Background: an optimization exercise with open tools, aiming at small area. Do not read the settings as production practice. Only simulation tests tie the RTL to the original design; equivalence was not proved. Power figures rest on the tool's default switching activity, not on a simulated workload.

`design/flow/config.mk`:
```
export PLATFORM = sky130hd
export DESIGN_NAME = control
export DESIGN_NICKNAME = control
export VERILOG_FILES = /design/flow/design.v
export SDC_FILE = /design/flow/constraint.sdc
export NUM_CORES = 4
export LEC_CHECK = 0
export ABC_AREA = 1
export ABC_CLOCK_PERIOD_IN_PS = 16000
export CAP_MARGIN = 20
export CORE_MARGIN = 2
export CORE_UTILIZATION = 40
export SLEW_MARGIN = 20
```
`design/flow/constraint.sdc`:
```
create_clock -name core_clock -period 16.0 [get_ports {clk}]
set_input_delay 3.2000 -clock core_clock [delete_from_list [all_inputs] [get_ports {clk}]]
set_output_delay 3.2000 -clock core_clock [all_outputs]
set_load 0.01 [all_outputs]
```
`design/flow/design.v`:
```
`timescale 1ns / 1ps
module control (clk,sys_rst,rst_button,game_mode1_button,game_mode2_button,led,buttons,an,seg);
input clk, sys_rst, rst_button;
input [15:0] buttons;
input game_mode1_button,game_mode2_button;
output wire [6:0] seg;
output wire [3:0] an;
output wire [15:0] led;
wire rst;
wire mode2;
wire [15:0] on;
wire act_hit, act_miss;
wire [3:0] score_t, score_u, max_t, max_u;
reset dut0(rst_button, game_mode1_button, game_mode2_button, rst, mode2, clk, sys_rst);
spaceship_LED_state dut3(mode2, rst, on, clk, sys_rst);
assign led = on;
check dut4(on, buttons, act_hit, act_miss, clk, sys_rst);
score_module dut5(act_hit, act_miss, rst, score_t, score_u, max_t, max_u, clk, sys_rst);
display dut6(score_t, score_u, max_t, max_u, seg, an, clk, sys_rst);
endmodule
module reset (rst_button, game_mode1_button, game_mode2_button, rst, mode2, clk, sys_rst);
input rst_button, game_mode1_button, game_mode2_button, clk, sys_rst;
output reg rst;
output reg mode2;
always @(posedge clk) begin
    if (sys_rst) begin
        rst <= 1'b0;
        mode2 <= 1'b0;
    end else begin
        rst <= rst_button;
        if (game_mode2_button) mode2 <= 1'b1;
        else if (game_mode1_button) mode2 <= 1'b0;
    end
end
endmodule
module spaceship_LED_state(mode2, rst, on, clk, sys_rst);
input mode2, rst, clk, sys_rst;
output [15:0] on;
reg [3:0] state;
reg [5:0] counter;
reg [29:0] ran_hi;
reg [1:0] select;
reg [2:0] ran7;            
wire step = (counter == 6'd50);
wire ran_en = mode2 & step;
reg [3:0] delta;           
reg [2:0] inc7;            
always @* begin
    case (select)
    2'd0: begin delta = 4'd5;  inc7 = 3'd2; end
    2'd1: begin delta = 4'd3;  inc7 = 3'd4; end
    2'd2: begin delta = 4'd4;  inc7 = 3'd3; end
    default: begin delta = 4'd11; inc7 = 3'd6; end
    endcase
end
wire [30:0] ran_sum = {1'b0, ran_hi} + {27'd0, ran_en ? delta : 4'd0};
wire wrap = ran_sum[30];   
wire [4:0] r7s = ran7 + inc7 + (wrap ? 3'd3 : 3'd0);
wire [2:0] r7n = (r7s >= 5'd14) ? r7s - 5'd14 : (r7s >= 5'd7) ? r7s - 5'd7 : r7s[2:0];
wire [1:0] sel_n = select + 2'd1;
wire [3:0] r14 = {1'b0, r7n} + ((r7n[0] ^ sel_n[0]) ? 4'd7 : 4'd0);
always @(posedge clk) begin
    if (sys_rst) begin
        state <= 4'd2;
        counter <= 6'd0;
        ran_hi <= 30'd0;
        select <= 2'd0;
        ran7 <= 3'd0;
    end else begin
        ran_hi <= ran_sum[29:0];
        if (!mode2) begin
            if (rst) begin
                state <= 4'd2;
                counter <= 6'd0;
            end else if (step) begin
                state <= (state == 4'd14) ? 4'd2 : state + 4'd2;
                counter <= 6'd0;
            end else
                counter <= counter + 6'd1;
        end else begin
            if (step) begin
                select <= sel_n;
                ran7 <= r7n;
                state <= r14 + 4'd2;
                counter <= 6'd0;
            end else
                counter <= counter + 6'd1;
        end
    end
end
wire [17:0] dec = 18'd1 << state;
assign on = dec[15:0] | dec[16:1] | dec[17:2];
endmodule
module check(on, buttons, act_hit, act_miss, clk, sys_rst);
input [15:0] on, buttons;
input clk, sys_rst;
output reg act_hit, act_miss;     
reg [15:0] press;
wire [15:0] fresh = buttons & ~press;
wire [15:0] cand = fresh & ~on;
wire [15:0] hitv = fresh & on;
wire any_miss = |cand;
wire [15:0] first = cand & (~cand + 16'd1);
wire [15:0] setv = any_miss ? first : hitv;
always @(posedge clk) begin
    if (sys_rst) begin
        press <= 16'd0;
        act_hit <= 1'b0;
        act_miss <= 1'b0;
    end else begin
        press <= buttons & (press | setv);
        act_miss <= any_miss;
        act_hit <= ~any_miss & (|hitv);
    end
end
endmodule
module score_module(act_hit, act_miss, rst, score_t, score_u, max_t, max_u, clk, sys_rst);
input act_hit, act_miss, rst, clk, sys_rst;
output reg [3:0] score_t, score_u, max_t, max_u;
wire u9 = (score_u == 4'd9);
wire u0 = (score_u == 4'd0);
wire t0 = (score_t == 4'd0);
wire top = (score_t == 4'd12) & (score_u == 4'd7);    
wire [3:0] inc_u = (u9 | top) ? 4'd0 : score_u + 4'd1;
wire [3:0] inc_t = top ? 4'd0 : u9 ? score_t + 4'd1 : score_t;
wire [3:0] dec_u = u0 ? 4'd9 : score_u - 4'd1;
wire [3:0] dec_t = u0 ? score_t - 4'd1 : score_t;
always @(posedge clk) begin
    if (sys_rst) begin
        score_t <= 4'd0; score_u <= 4'd0;
        max_t <= 4'd0; max_u <= 4'd0;
    end else if (rst) begin
        score_t <= 4'd0; score_u <= 4'd0;
    end else if (act_hit) begin
        if (score_t == max_t && score_u == max_u) begin
            max_t <= inc_t; max_u <= inc_u;
        end
        score_t <= inc_t; score_u <= inc_u;
    end else if (act_miss) begin
        if (!(t0 & u0)) begin
            score_t <= dec_t; score_u <= dec_u;
        end
    end
end
endmodule
module display(score_t, score_u, max_t, max_u, seg, an, clk, sys_rst);
input [3:0] score_t, score_u, max_t, max_u;
input clk, sys_rst;
output [6:0] seg;
output reg [3:0] an;
reg [5:0] disp;
reg [3:0] digit;
wire newclk = (disp[3:0] == 4'hf);
wire [3:0] nd = disp[5] ? (disp[4] ? max_t : max_u) : (disp[4] ? score_t : score_u);
always @(posedge clk) begin
    if (sys_rst) begin
        disp <= 6'b001000;
        digit <= 4'hf;
    end else begin
        disp <= disp + 6'd1;
        if (newclk)
            digit <= nd;
    end
end
wire [111:0] SEGTAB = {7'b1111111, {5{7'b1000000}},
    7'b0010000, 7'b0000000, 7'b1111000, 7'b0000010, 7'b0010010,
    7'b0011001, 7'b0110000, 7'b0100100, 7'b1111001, 7'b1000000};
assign seg = SEGTAB[digit*7 +: 7];
always @* begin
    if (digit == 4'hf) an = 4'b1111;
    else case (disp[5:4])
    2'd1: an = 4'b1011;
    2'd2: an = 4'b0111;
    2'd3: an = 4'b1110;
    default: an = 4'b1101;
    endcase
end
endmodule
```
`design/flow/flow/run.sh`:
```
#!/bin/bash
# Own layout flow: the standard ORFS flow with
#  - the standard synthesis script, except that adders are not pre-mapped to
#    ha/fa cells and ABC maps the logic with an area-oriented script
#    (flow/abc_area.script); the registers are inferred exactly as in the
#    standard synthesis, which runs the same passes up to technology mapping;
#  - minimum-size port buffers (every input and output port still gets one);
#  - CTS without dummy loads.
# Each tool's output goes to the ORFS logs under orfs/logs/, and make's output
# to flow_make.log in the work folder.
set -euo pipefail
WORK=$(pwd)
SCR=$WORK/mysynth
mkdir -p "$SCR"

# synthesis script: synth_recipe.tcl with a copy of ORFS's synth.tcl
sed -e 's|^  log_cmd abc {\*}\$abc_args$|  set abc_args [lreplace $abc_args 1 1 $::env(OWN_ABC_SCRIPT)]\n  log_cmd abc {*}$abc_args|' \
    -e 's|\[dont_use_adder_kinds\] ne "none"$|[dont_use_adder_kinds] ne "none" \&\& 0|' \
    "$FLOW_HOME/scripts/synth.tcl" > "$SCR/synth.tcl"
grep -q 'OWN_ABC_SCRIPT' "$SCR/synth.tcl"
grep -q 'ne "none" && 0' "$SCR/synth.tcl"
sed -e "s|source \$::env(SCRIPTS_DIR)/synth.tcl|source $SCR/synth.tcl|" synth_recipe.tcl > "$SCR/synth_recipe.tcl"
grep -q "source $SCR/synth.tcl" "$SCR/synth_recipe.tcl"

export OWN_ABC_SCRIPT=$WORK/flow/abc_area.script
export BUFFER_PORTS_ARGS="-buffer_cell sky130_fd_sc_hd__buf_1"
export CTS_ARGS="-sink_clustering_enable -repair_clock_nets -dont_use_dummy_load -buf_list sky130_fd_sc_hd__clkbuf_16 -sink_clustering_size 100 -sink_clustering_max_diameter 500"

make -C "$FLOW_HOME" DESIGN_CONFIG="$WORK/config.mk" WORK_HOME="$WORK/orfs" CLKGATE_MAP_FILE= \
    SYNTH_SCRIPT="$SCR/synth_recipe.tcl" finish > "$WORK/flow_make.log" 2>&1

RES=$WORK/orfs/results/$FLOW_PLATFORM/control/base
: # left out here: write the final layout as DEF
```
`design/flow/flow/abc_area.script`:
```
strash
&get -n
&deepsyn -I 4 -T 60
&put
strash
&get -n
&dch -f
&nf -R 1000
&put
```
`design/flow/standard.sh`:
```
#!/bin/bash
# synth_recipe.tcl (not shown) runs the flow's synth.tcl, then flattens the netlist and writes it again
# the make line also repeats each setting of config.mk as NAME=value (left out here)
make -C /OpenROAD-flow-scripts/flow DESIGN_CONFIG=/design/flow/config.mk WORK_HOME=/design/flow/orfs CLKGATE_MAP_FILE= SYNTH_SCRIPT=/design/flow/synth_recipe.tcl "${@:-finish}"
```
==> out/qor.yml, run 1 <==
power:
  power.density_nw_per_um2: 89.3
  p_total_w: 0.000438
  p_leak_nw: 1.73
  vdd_drop_max_mv: 0.0491
clock_tree:
  clkTransAtPathRegs_ns: 0.06
  cts_resized: 0
  cts_tree: "built"
  clock_sinks: 91
  root_buffer: "clkbuf_16"
  clk_path_buf_depth: 2
  insertion_delay_ns: 0.33
  cts_setup_buffers: 0
  cts_buffers: 9
  h-tree-depth: 3
  cts_hold_buf: 0
worst_setup_path:
  worstPathArrival_ns: 8.33
  path_common_cell: "and3_1"
  crit_path_end_kind: "register"
  r2r-end: "dut3.state[2]"
  critPathKind: "reg2reg"
  crit_buf_inv: 0
  cp-start-kind: "register"
  crit_path_top_delay_cell: "nor4_2"
  r2r-start: "dut3.counter[0]"
  rrSetupSlack_ns: 7.88
  path_delay_family: "simple AND/OR/NAND/NOR gates"
  reg2reg_depth: 33
  critPathMaxStageDelay_ns: 0.51
  required_ns: 16.21
  crit_fanout: 11
route:
  ant_nets: 0
  vias: 3835
  first_pass_iters: 4
  wl_per_cell_um: 12.5
  viasPerCell: 5.36
  drc: 0
  drt_iter0_markers: 126
  wirelength_um: 8950
grt:
  grt_max_degree: 77
  grt.total_usage_pct: 16.3
  overflow: 0
  antenna_found_initial: 0
  grt_pass1_vias: 3561
  grt_pass1_wl_um: 15600
sta:
  tightestPinTransition_ns: 0.771
  hold_viol: 0
  fmax_mhz: 123
  grt_setup_unrepaired: "false"
  skew_ns: 0.0191
  fin_ws_ns: 7.88
  slew_headroom_pct: 48.6
  period_minus_slack_ns: 8.12
  finalCritPeriodShare_pct: 50.7
  totalNegativeSetupSlack_ns: 0
  setup_violations: 0
  drv_slew: 0
placed_design:
  io_buffers: 47
  place_congestion: 0.828
  dp_hpwl_um: 6520
  dp_slack_ns: 7.60
  dpl.cell_count: 706
final_layout:
  fill_cells: 1030
  drive_above_1_share_pct: 2.76
  final_net_count: 602
  area_delta_synth_final_pct: 13.6
  insertedDiodeCount: 0
  multi_input_area_um2: 2400
  seq_area_um2: 1820
  instances_no_fill: 715
yosys:
  synth_cell_types: 48
  ys_seq_elements: 91
  synth_area_um2: 4320
  synth_edf_count: 0
  async_flop_share_pct: 0
  syn_area_per_cell_um2: 8.28
  dominantRegCellSynth: "dfxtp_1"
  ys_warn_count: 5
  syn_inst: 522
  syn-num-nets: 543
  ys_seq_area_share_pct: 42.2
hold_path:
  min_to: "dut6.disp[0]"
  hold_class: "reg2reg"
  holdPathStages: 1
  hold_start: "dut6.disp[0]"
job:
  drv_cap: 0
die:
  io_pins: 48
  rows: 37
  chipHeight_um: 108
  die_w_um: 108
  start_util_pct: 41.5
  dieArea_um2: 11700
  core-area_um2: 10400
outcome:
  outcome: "finished clean"
## kinds of logic after synthesis
family	Yosys count	share of synthesized area (%)
and+or+nand+nor	248	29.6
AOI/OAI and AO/OA	137	20.7
DFF	91	42.2
buffers and inverters	27	2.35
xor gates and xnor gates	13	2.63
muxes	6	2.55
## routing by layer
| metal | part of all wire (%) | wire length [um] | up-vias | GRT usage [%] |
|---|---|---|---|---|
| met1 | 49 | 4370 | 1756 | 20.7 |
| met2 | 47 | 4230 | 70 | 28.2 |
| met5 | 0 | 0 | - | 0 |
| li1 | - | - | 2005 | - |
| met3 | 3.3 | 292 | 4 | 3.25 |
| met4 | 0.71 | 64 | 0 | 4.40 |
## through the flow
step | hold slack (ns) | area, um2 | utilization, %
CTS | 0.444 | 4900 | 47.1
detailed placement | 0.430 | 4680 | 44.9
floorplan | 0.403 | 4320 | -
global route | 0.464 | 4910 | 47.1
global placement | 0.418 | 4680 | 44.9
finish | 0.444 | 4910 | 47.1
## layout make-up
| class | count | share of cell area (%) |
|---|---|---|
| multi-input combinational | 404 | 49.0 |
| sequential | 91 | 37.1 |
| clock buffer | 9 | 4.59 |
| timing repair buffer | 48 | 3.77 |
| tap | 136 | 3.47 |
| inverter | 27 | 2.06 |
## cells in the final DEF (no fill, tap or decap), types with 2 or more instances in the layout
cell / count
or4_1: 2
or2_0: 4
dfxtp_1: 91
a21o_1: 3
a211o_1: 2
a211oi_1: 10
o21a_1: 14
xor2_1: 5
nand2b_1: 12
nor3_1: 43
and3_1: 16
o211ai_1: 2
a21bo_1: 2
xnor2_1: 8
mux2i_1: 2
nand2_1: 28
a21boi_0: 4
a22oi_1: 4
clkinv_1: 27
nor3b_1: 19
o31ai_1: 2
o22ai_1: 4
o21bai_1: 3
a21oi_1: 48
mux4_2: 4
or3_1: 3
nor2_1: 65
o21ai_0: 18
nand3_1: 14
a311oi_1: 3
and2_0: 16
nand4_1: 2
a32oi_1: 2
a31oi_1: 2
o22a_1: 5
nand3b_1: 3
buf_1: 46
clkbuf_16: 9
nor2b_1: 18
## power breakdown
part / total, W / switching, W / internal, W
Sequential: 0.000235 / 0.00000454 / 0.000230
Combinational: 0.0000282 / 0.0000163 / 0.0000119
Clock: 0.000175 / 0.0000761 / 0.0000990
Total: 0.000438 / 0.0000970 / 0.000341
## cells in the mapped netlist, types with 3 or more instances
cell type | count | share of area, %
nand3_1 | 14 | 1.6
nand2_1 | 28 | 2.4
nor2_1 | 65 | 5.6
dfxtp_1 | 91 | 42
a211oi_1 | 10 | 1.7
mux4_2 | 4 | 2.1
a21o_1 | 3 | 0.52
a22oi_1 | 4 | 0.69
a21oi_1 | 48 | 5.6
nor3_1 | 43 | 5.0
o22a_1 | 5 | 1.0
nand3b_1 | 3 | 0.52
nand2b_1 | 12 | 1.7
and2_0 | 16 | 2.3
clkinv_1 | 27 | 2.3
nor2b_1 | 18 | 2.6
a21boi_0 | 4 | 0.69
o21a_1 | 14 | 2.4
or2_0 | 4 | 0.58
xor2_1 | 5 | 1.0
or3_1 | 3 | 0.43
a311oi_1 | 3 | 0.61
o22ai_1 | 4 | 0.58
o21ai_0 | 18 | 2.1
o21bai_1 | 3 | 0.52
xnor2_1 | 8 | 1.6
nor3b_1 | 19 | 3.3
and3_1 | 16 | 2.3
## how the worst max path moves through the flow
stage	slack [ns]	endpoint	cells after the start	start
2_1_floorplan	8.69	dut3.state[2]	33	dut3.counter[0]
3_3_place_gp	7.98	dut3.state[2]	33	dut3.counter[0]
3_5_place_dp	7.60	dut3.state[2]	33	dut3.counter[0]
4_1_cts	7.57	dut3.state[2]	33	dut3.counter[0]
5_1_grt	6.87	dut3.state[2]	33	dut3.counter[0]
6_report	7.88	dut3.state[2]	33	dut3.counter[0]
## registers in the layout (all words and copies together) (netlist names), 2 cells and up
signal	count
dut3.ran_hi	30
dut4.press	16
dut3.counter	6
dut6.disp	6
dut3.state	4
dut5.max_t	4
dut5.max_u	4
dut5.score_t	4
dut5.score_u	4
dut6.digit	4
dut3.ran7	3
dut3.select	2
==> run 2, diff against run 1 <==
--- a/design/flow/flow/run.sh
+++ b/design/flow/flow/run.sh
@@ -25,5 +25,5 @@
 export OWN_ABC_SCRIPT=$WORK/flow/abc_area.script
 export BUFFER_PORTS_ARGS="-buffer_cell sky130_fd_sc_hd__buf_1"
-export CTS_ARGS="-sink_clustering_enable -repair_clock_nets -dont_use_dummy_load -buf_list sky130_fd_sc_hd__clkbuf_16 -sink_clustering_size 100 -sink_clustering_max_diameter 500"
+export CTS_ARGS="-sink_clustering_enable -repair_clock_nets -dont_use_dummy_load"
 
 make -C "$FLOW_HOME" DESIGN_CONFIG="$WORK/config.mk" WORK_HOME="$WORK/orfs" CLKGATE_MAP_FILE= \
==> design/flow/flow/abc_area.script (replaced) <==
strash
&get -n
&deepsyn -T 20
&put
strash
&get -n
&dch -f
&nf -R 1000
&put
==> out/qor.yml, run 2 <==
outcome:
  outcome: "finished clean"  # unchanged
placed_design:
  dp_hpwl_um: 7230  # was 6520 um
  io_buffers: 47  # unchanged
  place_congestion: 0.881  # was 0.828
  post_dp_cell_area_um2: 4710  # was 4680 um2
clock_tree:
  cts_setup_buffers: 0  # unchanged
  cts_buffers: 9  # unchanged
  clk_path_buf_depth: 2  # unchanged
  clkTransAtPathRegs_ns: 0.07  # was 0.06 ns
  clock_sinks: 91  # unchanged
  cts_resized: 0  # unchanged
  insertion_delay_ns: 0.36  # was 0.33 ns
  cts_hold_buf: 0  # unchanged
  cts_tree: "built"  # unchanged
  root_buffer: "clkbuf_8"  # was clkbuf_16
  h-tree-depth: 3  # unchanged
grt:
  grt_pass1_vias: 3639  # was 3561
  grt_max_degree: 70  # was 77
  antenna_found_initial: 0  # unchanged
  grt.total_usage_pct: 17.3  # was 16.3%
  overflow: 0  # unchanged
  grt_pass1_wl_um: 16500  # was 15600 um
sta:
  tightestPinTransition_ns: 0.741  # was 0.771 ns
  hold_viol: 0  # unchanged
  grt_setup_unrepaired: "false"  # unchanged
  setup_violations: 0  # unchanged
  totalNegativeSetupSlack_ns: 0  # unchanged
  finalCritPeriodShare_pct: 50.4  # was 50.7%
  drv_slew: 0  # unchanged
  slew_headroom_pct: 50.1  # was 48.6%
  fmax_mhz: 124  # was 123 MHz
  period_minus_slack_ns: 8.07  # was 8.12 ns
  skew_ns: 0.0273  # was 0.0191 ns
worst_setup_path:
  worstPathArrival_ns: 8.30  # was 8.33 ns
  path_delay_family: "simple AND/OR/NAND/NOR gates"  # unchanged
  path_common_cell: "and3_1"  # unchanged
  rrSetupSlack_ns: 7.93  # was 7.88 ns
  r2r-start: "dut3.counter[0]"  # unchanged
  crit_path_end_kind: "register"  # unchanged
  critPathKind: "reg2reg"  # unchanged
  reg2reg_depth: 34  # was 33
  r2r-end: "dut3.state[2]"  # unchanged
  required_ns: 16.23  # was 16.21 ns
  cp-start-kind: "register"  # unchanged
  crit_buf_inv: 0  # unchanged
  crit_path_top_delay_cell: "nor4_1"  # was nor4_2
  crit_fanout: 7  # was 11
  critPathMaxStageDelay_ns: 0.63  # was 0.51 ns
yosys:
  synth_area_leaders: "dfxtp_1, a21oi_1, nor2_1, nor3_1, nand2_1"  # was dfxtp_1, nor2_1, a21oi_1, nor3_1, nor3b_1
  ys_seq_elements: 91  # unchanged
  syn_inst: 542  # was 522
  ys_warn_count: 5  # unchanged
  synth_edf_count: 0  # unchanged
  syn_area_per_cell_um2: 8.02  # was 8.28 um2
  yosys.area.top_type: "dfxtp_1"  # unchanged
  ys_seq_area_share_pct: 41.9  # was 42.2%
  yosysMostFrequentCell: "dfxtp_1"  # unchanged
  synth_cell_types: 48  # unchanged
  async_flop_share_pct: 0  # unchanged
  dominantRegCellSynth: "dfxtp_1"  # unchanged
  synth_common_cells: "dfxtp_1, nor2_1, a21oi_1"  # unchanged
  synth.top_cell.area_share_pct: 41.9  # was 42.2%
  synth_area_um2: 4350  # was 4320 um2
  syn-num-nets: 563  # was 543
die:
  chipHeight_um: 108  # about the same
  core-area_um2: 10700  # was 10400 um2
  die_w_um: 108  # about the same
  dieArea_um2: 11700  # about the same
  io_pins: 48  # unchanged
  start_util_pct: 40.6  # was 41.5%
  rows: 38  # was 37
hold_path:
  min_to: "dut6.disp[0]"  # unchanged
  holdPathStages: 1  # unchanged
  hold_class: "reg2reg"  # unchanged
  hold_start: "dut6.disp[0]"  # unchanged
route:
  wirelength_um: 9980  # was 8950 um
  first_pass_iters: 5  # was 4
  drc: 0  # unchanged
  ant_nets: 0  # unchanged
  viasPerCell: 5.54  # was 5.36
  vias: 4095  # was 3835
  wl_per_cell_um: 13.5  # was 12.5 um
  drt_iter0_markers: 304  # was 126
final_layout:
  drive_above_1_share_pct: 1.84  # was 2.76%
  final_util_pct: 45.2  # was 47.1%
  top_regs: "dut3.ran_hi: 30 flops, dut4.press: 16 flops"  # unchanged
  finalInstanceArea_um2: 4830  # was 4910 um2
  largest_reg_flops: 30  # unchanged
  largest_register: "dut3.ran_hi"  # unchanged
  area_delta_synth_final_pct: 11.1  # was 13.6%
  final_common_cell: "dfxtp_1"  # unchanged
  final_cell_mix: "dfxtp_1, nor2_1, a21oi_1"  # unchanged
  insertedDiodeCount: 0  # unchanged
  final_net_count: 622  # was 602
power:
  p_leak_nw: 1.79  # was 1.73 nW
  vdd_drop_max_mv: 0.0510  # was 0.0491 mV
  power.density_nw_per_um2: 94.3  # was 89.3 nW/um2
  p_total_w: 0.000456  # was 0.000438 W
job:
  drv_cap: 0  # unchanged
[run 2: layout make-up]
type                    instances  area (um2)
inverters                      33         124
flip-flops and latches         91        1820
fillers                      1108        5870
repair buffers                 48         185
multi-input cells             418        2400
clock buffers                   9         124
well taps                     140         175
[run 2: worst max-delay path by stage]
stage	cells past startpoint	from	slack, ns	end
finish	34	dut3.counter[0]	7.93	dut3.state[2]
global route	32	dut3.counter[0]	7.06	dut3.state[2]
CTS	34	dut3.counter[0]	7.89	dut3.state[2]
detailed placement	34	dut3.counter[0]	7.94	dut3.state[2]
global placement	34	dut3.counter[0]	8.39	dut3.state[2]
floorplan	34	dut3.counter[0]	8.94	dut3.state[2]
[run 2: kinds of logic (layout without fill, tap and decap cells)]
kind of cell | after synthesis | after routing | synth area share, %
and+or+nand+nor | 244 | 244 | 28.3
adders and majority gates | 1 | 1 | 0.230
AOI/OAI and AO/OA | 161 | 161 | 24.3
xor gates and xnor gates | 12 | 12 | 2.42
DFF | 91 | 91 | 41.9
buffers and inverters | 33 | 90 | 2.85
[run 2: per-stage QoR]
| stage | hold WS, ns | std cells | setup slack, ns |
|---|---|---|---|
| finish | 0.466 | 739 | 7.93 |
| global route | 0.499 | 739 | 7.06 |
| CTS | 0.472 | 739 | 7.89 |
| detailed placement | 0.454 | 730 | 7.94 |
| global placement | 0.441 | 730 | 8.39 |
| floorplan | 0.429 | 542 | 8.94 |
[run 2: metal layers]
| layer | vias to the layer above | GRT usage (%) | share of wire [%] |
|---|---|---|---|
| li1 | 2100 | - | - |
| met1 | 1905 | 22.5 | 49 |
| met2 | 76 | 28.2 | 46 |
| met3 | 14 | 4.04 | 3.6 |
| met4 | 0 | 5.86 | 1.6 |
| met5 | - | 0 | 0 |
[run 2: worst register-to-register path: cells and delay by family (launching register included)]
| family | cells | cell delay, ns |
|---|---|---|
| AOI/OAI and AO/OA | 11 | 1.86 |
| adders and majority gates | 1 | 0.41 |
| DFF | 1 | 0.34 |
| and+or+nand+nor | 22 | 5.36 |
[run 2: power breakdown]
group	switching, W	leakage, nW	internal (W)
logic	0.0000484	0.993	0.0000320
registers	0.0000192	0.737	0.000236
clock network	0.0000697	0.0647	0.0000505
==> run 3, diff against run 2 <==
--- a/design/flow/flow/run.sh
+++ b/design/flow/flow/run.sh
@@ -25,5 +25,5 @@
 export OWN_ABC_SCRIPT=$WORK/flow/abc_area.script
 export BUFFER_PORTS_ARGS="-buffer_cell sky130_fd_sc_hd__buf_1"
-export CTS_ARGS="-sink_clustering_enable -repair_clock_nets -dont_use_dummy_load"
+export CTS_ARGS="-repair_clock_nets -dont_use_dummy_load -buf_list {sky130_fd_sc_hd__clkbuf_8 sky130_fd_sc_hd__clkbuf_16}"
 
 make -C "$FLOW_HOME" DESIGN_CONFIG="$WORK/config.mk" WORK_HOME="$WORK/orfs" CLKGATE_MAP_FILE= \
==> design/flow/flow/abc_area.script (replaced) <==
strash
&get -n
&deepsyn -I 4 -T 60
&put
strash
&get -n
&dch -f
&nf -R 1000
&put
==> out/qor.yml, run 3 <==
sta:
  finalCritPeriodShare_pct: 50.7  # was 50.4%
  slew_headroom_pct: 49.2  # was 50.1%
  setup_violations: 0  # unchanged
  tightestPinTransition_ns: 0.763  # was 0.741 ns
  grt_setup_unrepaired: "false"  # unchanged
  drv_slew: 0  # unchanged
  skew_ns: 0.0284  # was 0.0273 ns
  fmax_mhz: 123  # was 124 MHz
  period_minus_slack_ns: 8.11  # was 8.07 ns
  fin_worst_hold_slack_ns: 0.450  # was 0.466 ns
  totalNegativeSetupSlack_ns: 0  # unchanged
  hold_viol: 0  # unchanged
clock_tree:
  clkTransAtPathRegs_ns: 0.08  # was 0.07 ns
  cts_hold_buf: 0  # unchanged
  clock_sinks: 91  # unchanged
  cts_resized: 0  # unchanged
  cts_buffers: 9  # unchanged
  cts_tree: "built"  # unchanged
  root_buffer: "clkbuf_8"  # unchanged
  h-tree-depth: 3  # unchanged
  clk_path_buf_depth: 2  # unchanged
  cts_setup_buffers: 0  # unchanged
  insertion_delay_ns: 0.36  # about the same
die:
  die_w_um: 108  # about the same
  core-area_um2: 10400  # was 10700 um2
  rows: 37  # was 38
  chipHeight_um: 108  # about the same
  dieArea_um2: 11700  # about the same
  io_pins: 48  # unchanged
  start_util_pct: 41.5  # was 40.6%
final_layout:
  largest_register: "dut3.ran_hi"  # unchanged
  largest_reg_flops: 30  # unchanged
  top_regs: "dut3.ran_hi: 30 flops, dut4.press: 16 flops"  # unchanged
  drive_above_1_share_pct: 2.76  # was 1.84%
  instances_no_fill: 715  # was 739
  final_net_count: 602  # was 622
  final_cell_mix: "dfxtp_1, nor2_1, a21oi_1"  # unchanged
  final_common_cell: "dfxtp_1"  # unchanged
  insertedDiodeCount: 0  # unchanged
  area_delta_synth_final_pct: 11.2  # was 11.1%
  finalInstanceArea_um2: 4810  # was 4830 um2
grt:
  overflow: 0  # unchanged
  grt_pass1_vias: 3590  # was 3639
  antenna_found_initial: 0  # unchanged
  grt_max_degree: 77  # was 70
  grt.total_usage_pct: 16.3  # was 17.3%
  grt_pass1_wl_um: 15700  # was 16500 um
yosys:
  ys_seq_elements: 91  # unchanged
  yosysMostFrequentCell: "dfxtp_1"  # unchanged
  syn_inst: 522  # was 542
  syn_area_per_cell_um2: 8.28  # was 8.02 um2
  dominantRegCellSynth: "dfxtp_1"  # unchanged
  synth_edf_count: 0  # unchanged
  synth_common_cells: "dfxtp_1, nor2_1, a21oi_1"  # unchanged
  async_flop_share_pct: 0  # unchanged
  synth_area_um2: 4320  # was 4350 um2
  synth.top_cell.area_share_pct: 42.2  # was 41.9%
  synth_cell_types: 48  # unchanged
  ys_warn_count: 5  # unchanged
  syn-num-nets: 543  # was 563
  yosys.area.top_type: "dfxtp_1"  # unchanged
  synth_area_leaders: "dfxtp_1, nor2_1, a21oi_1, nor3_1, nor3b_1"  # was dfxtp_1, a21oi_1, nor2_1, nor3_1, nand2_1
  ys_seq_area_share_pct: 42.2  # was 41.9%
worst_setup_path:
  path_common_cell: "and3_1"  # unchanged
  required_ns: 16.23  # about the same
  worstPathArrival_ns: 8.34  # was 8.30 ns
  crit_path_top_delay_cell: "nor4_2"  # was nor4_1
  r2r-start: "dut3.counter[0]"  # unchanged
  critPathKind: "reg2reg"  # unchanged
  r2r-end: "dut3.state[2]"  # unchanged
  path_delay_family: "simple AND/OR/NAND/NOR gates"  # unchanged
  critPathMaxStageDelay_ns: 0.51  # was 0.63 ns
  reg2reg_depth: 33  # was 34
  rrSetupSlack_ns: 7.89  # was 7.93 ns
  crit_buf_inv: 0  # unchanged
  cp-start-kind: "register"  # unchanged
  crit_fanout: 11  # was 7
  crit_path_end_kind: "register"  # unchanged
outcome:
  outcome: "finished clean"  # unchanged
placed_design:
  dp_hpwl_um: 6520  # was 7230 um
  io_buffers: 47  # unchanged
  post_dp_cell_area_um2: 4680  # was 4710 um2
  dpl.cell_count: 706  # was 730
  place_congestion: 0.828  # was 0.881
route:
  wirelength_um: 9100  # was 9980 um
  vias: 3819  # was 4095
  wl_per_cell_um: 12.7  # was 13.5 um
  drt_iter0_markers: 150  # was 304
  ant_nets: 0  # unchanged
  viasPerCell: 5.34  # was 5.54
  drc: 0  # unchanged
  first_pass_iters: 4  # was 5
hold_path:
  hold_start: "dut6.disp[0]"  # unchanged
  min_to: "dut6.disp[0]"  # unchanged
  holdPathStages: 1  # unchanged
  hold_class: "reg2reg"  # unchanged
power:
  p_leak_nw: 1.68  # was 1.79 nW
  power.density_nw_per_um2: 80.1  # was 94.3 nW/um2
  vdd_drop_max_mv: 0.0420  # was 0.0510 mV
job:
  drv_cap: 0  # unchanged
## run 3: cell count changes in the layout (fill, tap and decap cells not counted), sizes merged, moves of 3 or more
cell,change
o21ai,-4
and2,+3
a31oi,-4
nor3b,+9
nand2,-8
and3,-5
a21o,-4
o31ai,-6
mux4,+4
o22ai,-6
clkinv,-6
## run 3: per-layer routing
metal | vias up | track usage [%] | part of all wire (%)
met4 | 0 | 5.04 | 0.74
met2 | 56 | 28.3 | 48
met5 | - | 0 | 0
li1 | 2000 | - | -
met1 | 1755 | 20.5 | 49
met3 | 8 | 3.25 | 2.9
## run 3: cell families (layout without fill, tap and decap cells)
family	Yosys count	in the layout	share of synthesized area [%]
and+or+nand+nor	248	248	29.6
buffers and inverters	27	84	2.35
muxes	6	6	2.55
xor gates and xnor gates	13	13	2.63
AOI/OAI and AO/OA	137	137	20.7
DFF	91	91	42.2
## run 3: worst max path at each step
stage,endpoint,cells past startpoint,start
2_1_floorplan,dut3.state[2],33,dut3.counter[0]
3_3_place_gp,dut3.state[2],33,dut3.counter[0]
3_5_place_dp,dut3.state[2],33,dut3.counter[0]
4_1_cts,dut3.state[2],33,dut3.counter[0]
5_1_grt,dut3.state[2],33,dut3.counter[0]
6_report,dut3.state[2],33,dut3.counter[0]
## run 3: stage by stage
| stage | setup slack (ns) | power (W) | util (%) |
|---|---|---|---|
| floorplan | 8.69 | 0.000257 | - |
| global placement | 7.98 | 0.000267 | 44.9 |
| detailed placement | 7.60 | 0.000268 | 44.9 |
| CTS | 7.56 | 0.000390 | 46.1 |
| global route | 6.86 | 0.000400 | 46.2 |
| finish | 7.89 | 0.000385 | 46.2 |
## run 3: where the power goes
group          internal, W  total [W]  switching (W)
logic            0.0000119  0.0000283      0.0000164
clock network    0.0000505   0.000122      0.0000714
registers         0.000230   0.000235     0.00000461
## run 3: area by class of cell
cell class	count	area [um2]
inverter	27	101
sequential	91	1820
tap	136	170
fill	1041	5610
clock buffer	9	124
multi-input combinational	404	2400
timing repair buffer	48	185
==> run 4, diff against run 3 <==
--- a/design/flow/design.v
+++ b/design/flow/design.v
@@ -42,5 +42,6 @@
 reg [1:0] select;
 reg [2:0] ran7;            
-wire step = (counter == 6'd50);
+wire step = (counter == 6'b010011);
+wire [5:0] cnt_inc = {counter[4:0], ~(counter[5] ^ counter[4])};
 wire ran_en = mode2 & step;
 reg [3:0] delta;           
@@ -77,5 +78,5 @@
                 counter <= 6'd0;
             end else
-                counter <= counter + 6'd1;
+                counter <= cnt_inc;
         end else begin
             if (step) begin
@@ -85,5 +86,5 @@
                 counter <= 6'd0;
             end else
-                counter <= counter + 6'd1;
+                counter <= cnt_inc;
         end
     end
==> out/qor.yml, run 4 <==
worst_setup_path:
  crit_path_end_kind: "register"  # unchanged
  critPathKind: "reg2reg"  # unchanged
  required_ns: 16.27  # was 16.23 ns
  worstPathArrival_ns: 8.56  # was 8.34 ns
  path_common_cell: "and2_0"  # was and3_1
  cp-start-kind: "register"  # unchanged
  path_delay_family: "simple AND/OR/NAND/NOR gates"  # unchanged
  crit_fanout: 11  # unchanged
  critPathMaxStageDelay_ns: 0.47  # was 0.51 ns
  crit_path_top_delay_cell: "nor3b_1"  # was nor4_2
  crit_buf_inv: 0  # unchanged
grt:
  grt_max_degree: 57  # was 77
  grt_pass1_wl_um: 15500  # was 15700 um
  overflow: 0  # unchanged
  grt_pass1_vias: 3441  # was 3590
  antenna_found_initial: 0  # unchanged
  grt.total_usage_pct: 16.6  # was 16.3%
yosys:
  synth_common_cells: "dfxtp_1, nor2_1, nor3_1"  # was dfxtp_1, nor2_1, a21oi_1
  async_flop_share_pct: 0  # unchanged
  ys_seq_elements: 91  # unchanged
  ys_seq_area_share_pct: 43.3  # was 42.2%
  syn_area_per_cell_um2: 8.26  # was 8.28 um2
  yosys.area.top_type: "dfxtp_1"  # unchanged
  yosysMostFrequentCell: "dfxtp_1"  # unchanged
  synth_area_leaders: "dfxtp_1, nor2_1, nor3_1, a21oi_1, nand2_1"  # was dfxtp_1, nor2_1, a21oi_1, nor3_1, nor3b_1
  dominantRegCellSynth: "dfxtp_1"  # unchanged
  syn-num-nets: 531  # was 543
  ys_warn_count: 5  # unchanged
  synth_cell_types: 44  # was 48
  syn_inst: 510  # was 522
  synth_edf_count: 0  # unchanged
  synth_area_um2: 4210  # was 4320 um2
  synth.top_cell.area_share_pct: 43.3  # was 42.2%
placed_design:
  place_congestion: 0.876  # was 0.828
  io_buffers: 47  # unchanged
  post_dp_cell_area_um2: 4570  # was 4680 um2
  dp_slack_ns: 7.87  # was 7.60 ns
  dp_hpwl_um: 6650  # was 6520 um
sta:
  grt_setup_unrepaired: "false"  # unchanged
  fin_ws_ns: 7.71  # was 7.89 ns
  fmax_mhz: 121  # was 123 MHz
  setup_violations: 0  # unchanged
  finalCritPeriodShare_pct: 51.8  # was 50.7%
  skew_ns: 0.0285  # was 0.0284 ns
  slew_headroom_pct: 37.2  # was 49.2%
  period_minus_slack_ns: 8.29  # was 8.11 ns
  drv_slew: 0  # unchanged
  totalNegativeSetupSlack_ns: 0  # unchanged
  tightestPinTransition_ns: 0.918  # was 0.763 ns
  hold_viol: 0  # unchanged
power:
  p_sw_w: 0.000117  # was 0.0000925 W
  swShare_pct: 27.1  # was 24.0%
  power.density_nw_per_um2: 91.8  # was 80.1 nW/um2
  pwr-share-comb_pct: 14.2  # was 7.3%
  vdd_drop_max_mv: 0.0414  # was 0.0420 mV
  p_clk_share_pct: 27.6  # was 31.7%
  p_leak_nw: 1.77  # was 1.68 nW
  seqPwrFrac_pct: 58.2  # was 61.0%
  p_int_w: 0.000314  # was 0.000293 W
job:
  drv_cap: 0  # unchanged
final_layout:
  final_common_cell: "dfxtp_1"  # unchanged
  largest_register: "dut3.ran_hi"  # unchanged
  final_net_count: 590  # was 602
  finalInstanceArea_um2: 4690  # was 4810 um2
  top_regs: "dut3.ran_hi: 30 flops, dut4.press: 16 flops"  # unchanged
  area_delta_synth_final_pct: 11.4  # was 11.2%
  fill_cells: 1047  # was 1041
  insertedDiodeCount: 0  # unchanged
  largest_reg_flops: 30  # unchanged
  drive_above_1_share_pct: 2.82  # was 2.76%
  final_cell_mix: "dfxtp_1, nor2_1, nor3_1, buf_1, a21oi_1"  # was dfxtp_1, nor2_1, a21oi_1
clock_tree:
  cts_resized: 0  # unchanged
  root_buffer: "clkbuf_8"  # unchanged
  insertion_delay_ns: 0.37  # was 0.36 ns
  clock_sinks: 91  # unchanged
  cts_buffers: 9  # unchanged
  h-tree-depth: 3  # unchanged
  cts_setup_buffers: 0  # unchanged
  clk_path_buf_depth: 2  # unchanged
  cts_hold_buf: 0  # unchanged
  cts_tree: "built"  # unchanged
  clkTransAtPathRegs_ns: 0.09  # was 0.08 ns
route:
  drt_iter0_markers: 228  # was 150
  ant_nets: 0  # unchanged
  drc: 0  # unchanged
  viasPerCell: 5.42  # was 5.34
  first_pass_iters: 4  # unchanged
  wirelength_um: 9090  # was 9100 um
  vias: 3807  # was 3819
  wl_per_cell_um: 12.9  # was 12.7 um
die:
  start_util_pct: 41.0  # was 41.5%
  die_w_um: 107  # was 108 um
  core-area_um2: 10300  # was 10400 um2
  io_pins: 48  # unchanged
  chipHeight_um: 107  # was 108 um
  rows: 37  # unchanged
  dieArea_um2: 11400  # was 11700 um2
outcome:
  outcome: "finished clean"  # unchanged
hold_path:
  hold_class: "reg2reg"  # unchanged
==> run 4: final cells by class <==
cell class	instances	area, um2	area share [%]
multi-input combinational	398	2310	49.3
inverter	21	78.8	1.68
clock buffer	9	124	2.64
tap	136	170	3.63
sequential	91	1820	38.8
timing repair buffer	48	185	3.95
==> run 4: per-stage QoR <==
stage	cells	power [W]	hold slack, ns	utilization [%]
2_1_floorplan	510	0.000299	0.403	-
3_3_place_gp	694	0.000316	0.416	44.4
3_5_place_dp	694	0.000317	0.430	44.5
4_1_cts	703	0.000438	0.441	45.7
5_1_grt	703	0.000454	0.470	45.7
6_report	703	0.000431	0.438	45.7
==> run 4: kinds of logic (layout without fill, tap and decap cells) <==
logic type	count (synthesis)	in the layout	share of synthesized area (%)
muxes	7	7	2.85
buffers and inverters	21	78	1.87
DFF	91	91	43.3
and+or+nand+nor	250	250	28.8
AOI/OAI and AO/OA	122	122	19.2
xor gates and xnor gates	19	19	3.95
==> run 4: layer usage <==
layer / GRT usage [%] / part of all wire [%]
met1: 22.0 / 48
met2: 26.9 / 46
met3: 3.34 / 4.2
met4: 5.66 / 1.6
met5: 0 / 0
==> run 4: path summary, 6_finish.rpt <==
check / startpoint / to / slack, ns / cells after the start
max: dut3.counter[3] / dut3.state[2] / 7.71 / 38
min: dut6.disp[0] / dut6.disp[0] / 0.44 / 1
max reg2reg: dut3.counter[3] / dut3.state[2] / 7.71 / 38
min reg2reg: dut6.disp[0] / dut6.disp[0] / 0.44 / 1
==> run 4: power groups by stage <==
stage	Combinational (W)	Sequential (W)	Clock (W)
after floorplan	0.0000484	0.000251	0
final	0.0000613	0.000251	0.000119
after global placement	0.0000606	0.000255	0
after CTS	0.0000615	0.000250	0.000127
after global routing	0.0000684	0.000252	0.000134
after detailed placement	0.0000610	0.000256	0

[what the ideal ports hide]
The flow's constraints put no driver on any port. The routed layouts listed below were extracted and timed again, unchanged, in two steps. Step 1, drivers: a clkbuf_16 drives clk and a buf_2 each remaining input, both assumed. Step 2 times the ports against the registers' clock, not the clock port: input delays grow and output delays shrink by t, the midpoint of the rising clock arrivals with the driver on. a / b / c = ideal ports / drivers / drivers and shift; a / b = the first two.
| run | shift t [ns] | setup WS [ns] | worst setup path at the end | cell pins on the clock port's net |
|---|---|---|---|---|
| run 1 | 0.359 | 7.884 / 7.884 / 7.884 | register to register | 1 |
| run 2 | 0.378 | 7.932 / 7.932 / 7.932 | register to register | 1 |
| run 3 | 0.376 | 7.890 / 7.890 / 7.890 | register to register | 1 |
| run 4 | 0.383 | 7.710 / 7.710 / 7.710 | register to register | 1 |
After both steps every run listed still meets setup and hold.
